This is an optimization exercise on Yosys and OpenROAD, whose aim is small area and a short achievable clock period, not a production implementation. In this exercise RTL edits were held to simulation tests only and were not proved equivalent to the original. Power is estimated from default activity; no workload was simulated.

== run A ==
==> flow/design.v (excerpt) <==
module sort2in1
#(parameter W = 12)
(
    input clk,
    input synrst,
    input DataEn,
    input [W-1:0] DataIn,
    output [W-1:0] DataMax,
    output reg [W+4-1:0] DataSumOut
);
Size: roughly 1300 cells after synthesis, about 230 flip-flops, about 43 I/O pins, ~0.012 mm2 of cells after synthesis.
==> flow/config.mk <==
export PLATFORM = sky130hd
export DESIGN_NAME = sort2in1
export DESIGN_NICKNAME = sort2in1
export VERILOG_FILES = /design/flow/design.v
export SDC_FILE = /design/flow/constraint.sdc
export NUM_CORES = 4
export LEC_CHECK = 0
export CAP_MARGIN = 20
export CORE_MARGIN = 2
export CORE_UTILIZATION = 55
export CTS_BUF_LIST = sky130_fd_sc_hd__clkbuf_8
export CTS_CLUSTER_DIAMETER = 70
export CTS_CLUSTER_SIZE = 14
export SETUP_SLACK_MARGIN = 4.0
export SLEW_MARGIN = 20
export SYNTH_HIERARCHICAL = 1
==> flow/constraint.sdc <==
create_clock -name core_clock -period 6.5 [get_ports {clk}]
set_input_delay 1.3000 -clock core_clock [delete_from_list [all_inputs] [get_ports {clk}]]
set_output_delay 1.3000 -clock core_clock [all_outputs]
set_load 0.01 [all_outputs]
standard.sh (not shown) runs the stock make flow with config.mk's settings and CLKGATE_MAP_FILE= SYNTH_SCRIPT=/design/flow/synth_recipe.tcl, a recipe that flattens the netlist after the stock synthesis.
==> flow/flow/run.sh <==
#!/bin/bash
# Standard synthesis and layout; the only change is the cell used for the port
# buffers (a plain buf_2 instead of the delay buffer buffer_ports picks).
set -euo pipefail
bash standard.sh synth > synth.log 2>&1
BUFFER_PORTS_ARGS="-buffer_cell sky130_fd_sc_hd__buf_2" bash standard.sh finish > layout.log 2>&1
Run A: flow completed, timing, DRC and antenna clean
Input-level comparison between run B and run A:
--- a/flow/config.mk
+++ b/flow/config.mk
@@ -12,2 +12,2 @@
-export CTS_CLUSTER_DIAMETER = 70
-export CTS_CLUSTER_SIZE = 14
+export CTS_CLUSTER_DIAMETER = 60
+export CTS_CLUSTER_SIZE = 12
### Flow results
Higher total wire length after detailed routing goes to run B over run A.
In run B, area added between synthesis and finish is higher than in run A.
Sequential share of layout area on run B is down relative to run A.
[compare] base=run A new=run B: first-pass iteration count of the detailed router fell by 1; final worst slack +0.091 ns; global routing met1 resource utilization moved up; combinational fraction of design power shows a reduction of 0.3 points; maximum vdd drop held steady.
Count of clock-buffer cells in the layout: lower on run A
Critical path arrival ends up higher on run A.
Edits applied to the flow inputs when going from run B to run C:
--- a/flow/config.mk
+++ b/flow/config.mk
@@ -10 +10 @@
-export CORE_UTILIZATION = 55
+export CORE_UTILIZATION = 40
==> comparison <==
Run C against run B: count of clock-buffer cells in the layout dropped 1, area added between synthesis and finish went up 3.0 points, final design instance area without fill now larger, setup slack now sits higher, total length of routed met2 wires went up.
Compared with run B, run C shows die area that has gone up by more than a quarter.
Summary — sequential share of layout area, run C relative to run B: lower, by 0.90 points.
### run C -> run D
--- a/flow/config.mk
+++ b/flow/config.mk
@@ -10 +10 @@
-export CORE_UTILIZATION = 40
+export CORE_UTILIZATION = 50
@@ -14 +14 @@
-export SETUP_SLACK_MARGIN = 4.0
+export SETUP_SLACK_MARGIN = 4.1
==> comparison <==
Between run C and run D, the sequential portion of the cell area figures differ only marginally.
Top routing layer in use: met4 -> run C, met5 -> run D
Delta(total of plain and repair buffers excluding clock buffers, run D - run C) < 0
Comparing run D and run C, final routed wirelength across all metal layers is higher on run C.
The internal power consumption in run D sits about 5% below the value recorded for run C.
Compared with run C, final cell count in run D decreased by a few percent.
Run D ended up with a lower share of the clock period used by the worst path than run C did.
Diff run C -> run D: via count fell 92; share of total power in the clock network fell 3.2 points.
Run D vs. run C: initial antenna violation count picked up an extra 1, share of layout cells above drive strength 1 climbed 2.8 points, HPWL reported at the end of detailed placement rose 130 um.
Run D went all the way through synthesis, placement and routing and the layout is clean on timing, DRC and antenna.
Input changes introduced in run E (baseline for comparison: run D):
==> flow/run.sh (new file) <==
#!/bin/bash
# synth_recipe.tcl (not shown) runs the flow's synth.tcl, then flattens the netlist and writes it again
# the make line also repeats each setting of config.mk as NAME=value (left out here)
make -C /OpenROAD-flow-scripts/flow DESIGN_CONFIG=/design/flow/config.mk WORK_HOME=/design/flow/orfs CLKGATE_MAP_FILE= SYNTH_SCRIPT=/design/flow/synth_recipe.tcl finish
--- a/flow/config.mk
+++ b/flow/config.mk
@@ -10,5 +10,3 @@
-export CORE_UTILIZATION = 50
-export CTS_BUF_LIST = sky130_fd_sc_hd__clkbuf_8
-export CTS_CLUSTER_DIAMETER = 60
-export CTS_CLUSTER_SIZE = 12
-export SETUP_SLACK_MARGIN = 4.1
+export CORE_UTILIZATION = 40
+export CTS_BUF_LIST = sky130_fd_sc_hd__clkbuf_4 sky130_fd_sc_hd__clkbuf_8
+export SETUP_SLACK_MARGIN = 4.0
removed: flow/flow/run.sh
removed: flow/standard.sh
Results
From run D to run E the numbers moved as follows: fraction of area in clock buffers and inverters now larger; number of tap cells added at floorplan went up 71; power density over cell area up 30 mW/mm2; area of the die has increased; biggest cell delay along the critical path went up 0.07 ns. Run E: all stages complete, timing, DRC and antenna checks passed. On final cell count: between run D and run E, it ends up higher for run E. Run E: cell area is 4.1% higher than what run D reported. Run comparison: run D launching instance or port of the critical path Pend[2]; run E launching instance or port of the critical path DataSumOut[2].

==> static timing again, ports no longer ideal <==
In the flow no input, the clock included, has a driving cell. The finished layouts below were timed again as built, in two steps. Step 1 assumes that a clkbuf_16 drives the clock port and a buf_2 every other input. Step 2 moves the port delays by t, midway between the first and last clock arrival at a register: inputs arrive t later, outputs are due t later. That takes back most of the time a late clock gives input paths. Slacks: ideal ports / drivers / drivers and shift; pairs: ideal ports / drivers.
| run | t, ns | setup slack, ns | worst hold slack (ns) | worst setup path at the end |
|---|---|---|---|---|
| run A | 0.583 | 3.869 / 3.869 / 3.432 | 0.478 / 0.478 / 0.478 | input to register |
| run B | 0.605 | 3.961 / 3.961 / 3.509 | 0.475 / 0.475 / 0.475 | input to register |
| run C | 0.609 | 3.975 / 3.975 / 3.545 | 0.465 / 0.465 / 0.465 | input to register |
| run D | 0.611 | 3.989 / 3.989 / 3.448 | 0.467 / 0.467 / 0.467 | input to register |
| run E | 0.602 | 3.949 / 3.949 / 3.481 | 0.475 / 0.475 / 0.475 | input to register |
After both steps every run listed still meets setup and hold. The setup slack of run D, which loses most, moves by 0.000 ns with the drivers and by -0.541 ns with both steps.
